From an optimization exercise on the open Yosys and OpenROAD flow, aimed at small area, a short achievable clock period and few clock cycles per item; shortcuts taken in it are not production practice. RTL that was checked went through simulation tests only; none was proved equivalent to the original.

Setup of run 1:
## Full_Connect
module Full_Connect (
    input              aclk,
    input              aresetn,
    input              s_valid,
    input  [31:0]      s_data,
    output             s_ready,
    output             m_valid,
    output [16*32-1:0] m_data
);
    localparam N = 16;
    reg         busy;        
    reg  [5:0]  cnt;         
    reg         l1, l2, l3;  
    reg         f1, f2;      
    reg  [31:0] x1;
    reg  [12*N-1:0] sel1;
    wire [12*N-1:0] sel;
    wire [32*N-1:0] init;
    wire take = busy | s_valid;
    assign s_ready = !busy;
    always @(posedge aclk or negedge aresetn) begin
        if (!aresetn) begin
            busy <= 1'b0;
            cnt  <= 6'd0;
            l1   <= 1'b0;
            l2   <= 1'b0;
            l3   <= 1'b0;
        end
        else begin
            if (take) begin
                cnt  <= cnt + 6'd1;
                busy <= (cnt != 6'd63);
            end
            l1 <= take & (cnt == 6'd63);
            l2 <= l1;
            l3 <= l2;
        end
    end
    Weight_ROM #(.N(N)) Weight_ROM (
        .addr(cnt),
        .sel(sel),
        .init(init)
    );
    always @(posedge aclk) begin
        x1   <= s_data;
        sel1 <= sel;
        f1   <= (cnt == 6'd0);
        f2   <= f1;
    end
    genvar i;
    generate
        for (i = 0; i < N; i = i + 1) begin : neuron
            Mul_Accumulate Mul_Accumulate (
                .clk(aclk),
                .first(f2),
                .init(init[32*i+31:32*i]),
                .sel(sel1[12*i+11:12*i]),
                .data(x1),
                .Dout(m_data[32*i+31:32*i])
            );
        end
    endgenerate
    assign m_valid = l3;
endmodule
For scale: about 14,000 cells after synthesis, ~1,700 flip-flops, about 0.13 mm2 of cells after synthesis.
make LEC_CHECK=0 CAP_MARGIN=20 CORE_MARGIN=2 CORE_UTILIZATION=40 SLEW_MARGIN=20 SYNTH_MEMORY_MAX_BITS=16384 finish   # period 8.0 ns
run.sh (not shown) runs the stock make flow with config.mk's settings and CLKGATE_MAP_FILE= SYNTH_SCRIPT=/design/flow/synth_recipe.tcl, a recipe that flattens the netlist after the stock synthesis.
#### Input delta (run 4 over run 1)
Settings: an added SETUP_SLACK_MARGIN of 4.8.
No run among run 4 and run 1 stopped early or left any final violation; all are clean. Cmp run 4 vs run 1: cell area higher in run 4. NOTE length of routed wiring on met1 run 1->run 4 increased by a few percent. Per the comparison of run 4 with run 1, non-clock buffer instance count of the final layout went up by 464, register-to-register slack up 1080 ps. Post-route fraction of the period consumed by the critical path came out lower on run 4 than on run 1. Lower buffers plus inverters on the worst setup path among run 4 and run 1: run 1. Compared with run 1, in run 4 post-layout utilization of the core has increased; count of clock-buffer cells in the layout has increased.
Function was not checked in any run of this note: the RTL went through the layout flow alone.

* * *

run A:
Full_Connect, a different RTL version from the one above (not shown whole).
Size in the first run: ~15000 cells after synthesis, about 1800 flip-flops, ~0.14 sq mm of cells after synthesis.
Settings: LEC_CHECK=0, CAP_MARGIN=20, CORE_MARGIN=2, CORE_UTILIZATION=40, SETUP_SLACK_MARGIN=4.8, SLEW_MARGIN=20, SYNTH_MEMORY_MAX_BITS=16384; clock period 8.0 ns.
diff inputs: run A => run B
# run A
export LEC_CHECK = 0
export CAP_MARGIN = 20
export CORE_MARGIN = 2
export CORE_UTILIZATION = 40
export SETUP_SLACK_MARGIN = 4.8
export SLEW_MARGIN = 20
export SYNTH_MEMORY_MAX_BITS = 16384
create_clock -name core_clock -period 8.0 [get_ports {aclk}]
# run B
export LEC_CHECK = 0
export CAP_MARGIN = 20
export CORE_MARGIN = 2
export CORE_UTILIZATION = 55
export SETUP_SLACK_MARGIN = 4.8
export SLEW_MARGIN = 20
export SYNTH_MEMORY_MAX_BITS = 16384
create_clock -name core_clock -period 8.0 [get_ports {aclk}]
--- outcome ---
Core utilization: run B higher than run A
Summary: with run A as the reference, vertical die dimension in run B moved down by more than 10%.
Of run B and run A, run A shows the higher non-clock buffer instance count of the final layout, with run B below it.
Run A vs run B, worst setup path endpoint: s_ready vs neuron[8].Mul_Accumulate.genblk1.u.Dout[29]
Comparing run A with run B, the final routed wirelength across all metal layers came out essentially unchanged.
Relative to run B, the following input files were edited for run C:
# run B
export LEC_CHECK = 0
export CAP_MARGIN = 20
export CORE_MARGIN = 2
export CORE_UTILIZATION = 55
export SETUP_SLACK_MARGIN = 4.8
export SLEW_MARGIN = 20
export SYNTH_MEMORY_MAX_BITS = 16384
create_clock -name core_clock -period 8.0 [get_ports {aclk}]
# run C
export LEC_CHECK = 0
export CAP_MARGIN = 20
export CORE_MARGIN = 2
export CORE_UTILIZATION = 40
export SETUP_SLACK_MARGIN = 4.5
export SLEW_MARGIN = 20
export SYNTH_MEMORY_MAX_BITS = 16384
create_clock -name core_clock -period 8.0 [get_ports {aclk}]
Results
- Run comparison: run C critical path capture point neuron[14].Mul_Accumulate.genblk1.u.C[6]; run B critical path capture point neuron[8].Mul_Accumulate.genblk1.u.Dout[29]
- Per the comparison of run C with run B, wire length of the first global-routing pass fell about 1.2%; sequential cell area in the final layout fell about 0.5%; instance area at placement increased by about 1.2% relative to the old numbers.
- When run C is measured against run B, its logic depth of the worst path, buffers included turns out 5 lower.
- Summary: routed wire length, run C better than run B
- Diff run B -> run C: area of all placed cells without fillers stayed essentially flat; number of buffers added by the clock tree synthesis step picked up an extra 5.7%.
- Run C vs run B: post-DP HPWL up slightly
- Re maximum frequency: run C is about 8% down on run B.
No run of this note included a check of the RTL's function; only the layout flow was run.

* * *

== beta ==
Another version of the RTL of Full_Connect (not shown whole).
For scale: roughly 14000 cells after synthesis, about 740 flip-flops, roughly 550 I/O pins, about 0.12 mm^2 of cells after synthesis.
Settings: LEC_CHECK=0, CAP_MARGIN=20, CORE_MARGIN=2, CORE_UTILIZATION=40, SLEW_MARGIN=20, SYNTH_MEMORY_MAX_BITS=16384; clock period 8.0 ns.
diff inputs: beta => alpha
Settings: setting SETUP_SLACK_MARGIN to 4.5 for the first time.
### Flow results
Via count up 7.4% in alpha wrt beta. For the final RePlAce weighted congestion, alpha came in 1.9% higher than beta did. The run with more setup slack is alpha; beta has less.
No functional check of the RTL was part of any run of this note.

* * *

## indigo
Another version of the RTL of Full_Connect (not shown whole).
Size in the first run: roughly 1900 flip-flops.
Settings: LEC_CHECK=0, CAP_MARGIN=20, CORE_MARGIN=2, CORE_UTILIZATION=40, SETUP_SLACK_MARGIN=5.0, SLEW_MARGIN=20, SYNTH_MEMORY_MAX_BITS=16384; clock period 8.0 ns.
Both conditions hold for indigo: the flow ran to the end and the final layout passed the timing, design-rule and antenna checks.
Testbench counts of indigo, summed over its fixed seeds: cycles 24,600, items 384.
### indigo -> garnet
- changing SETUP_SLACK_MARGIN from 5.0 to 4.8
Notes after the runs:
garnet falls short of indigo in wire length. garnet: area share of buffers outside the clock network 1.1 points below indigo. | register-to-register slack | higher: indigo |.

afterwards: timing with drivers on the ports:
In the flow no input, the clock included, has a driving cell. The finished layouts below were timed again as built, in two steps. Step 1: set_driving_cell puts a clkbuf_16 on aclk and a buf_2 on each other input, an assumption about the parent block. Step 2 moves the port delays by t, midway between the first and last clock arrival at a register: inputs arrive t later, outputs are due t later. That takes back most of the time a late clock gives input paths. Three values: ideal ports, drivers, drivers and shift; two values: the first two.
| run | shift t [ns] | slack for setup (ns) | worst setup path at the end |
|---|---|---|---|
| run 1 | 1.023 | 2.899 / 2.899 / 2.899 | register to register |
| run 4 | 1.010 | 3.977 / 3.977 / 3.977 | register to register |
| run A | 1.028 | 4.726 / 4.617 / 4.760 | register to register |
| run B | 1.004 | 4.738 / 4.672 / 4.618 | input to register |
| run C | 1.006 | 4.451 / 4.451 / 4.451 | register to register |
| beta | 0.966 | 1.976 / 1.976 / 1.976 | register to register |
| alpha | 0.980 | 2.897 / 2.897 / 2.897 | register to register |
| indigo | 1.050 | 4.795 / 4.680 / 4.169 | input to register |
| garnet | 1.048 | 4.786 / 4.692 / 4.172 | input to register |
After both steps every run listed still meets setup and hold. For indigo, which loses most, drivers alone change the setup slack by -0.115 ns; drivers and shift together by -0.626 ns.
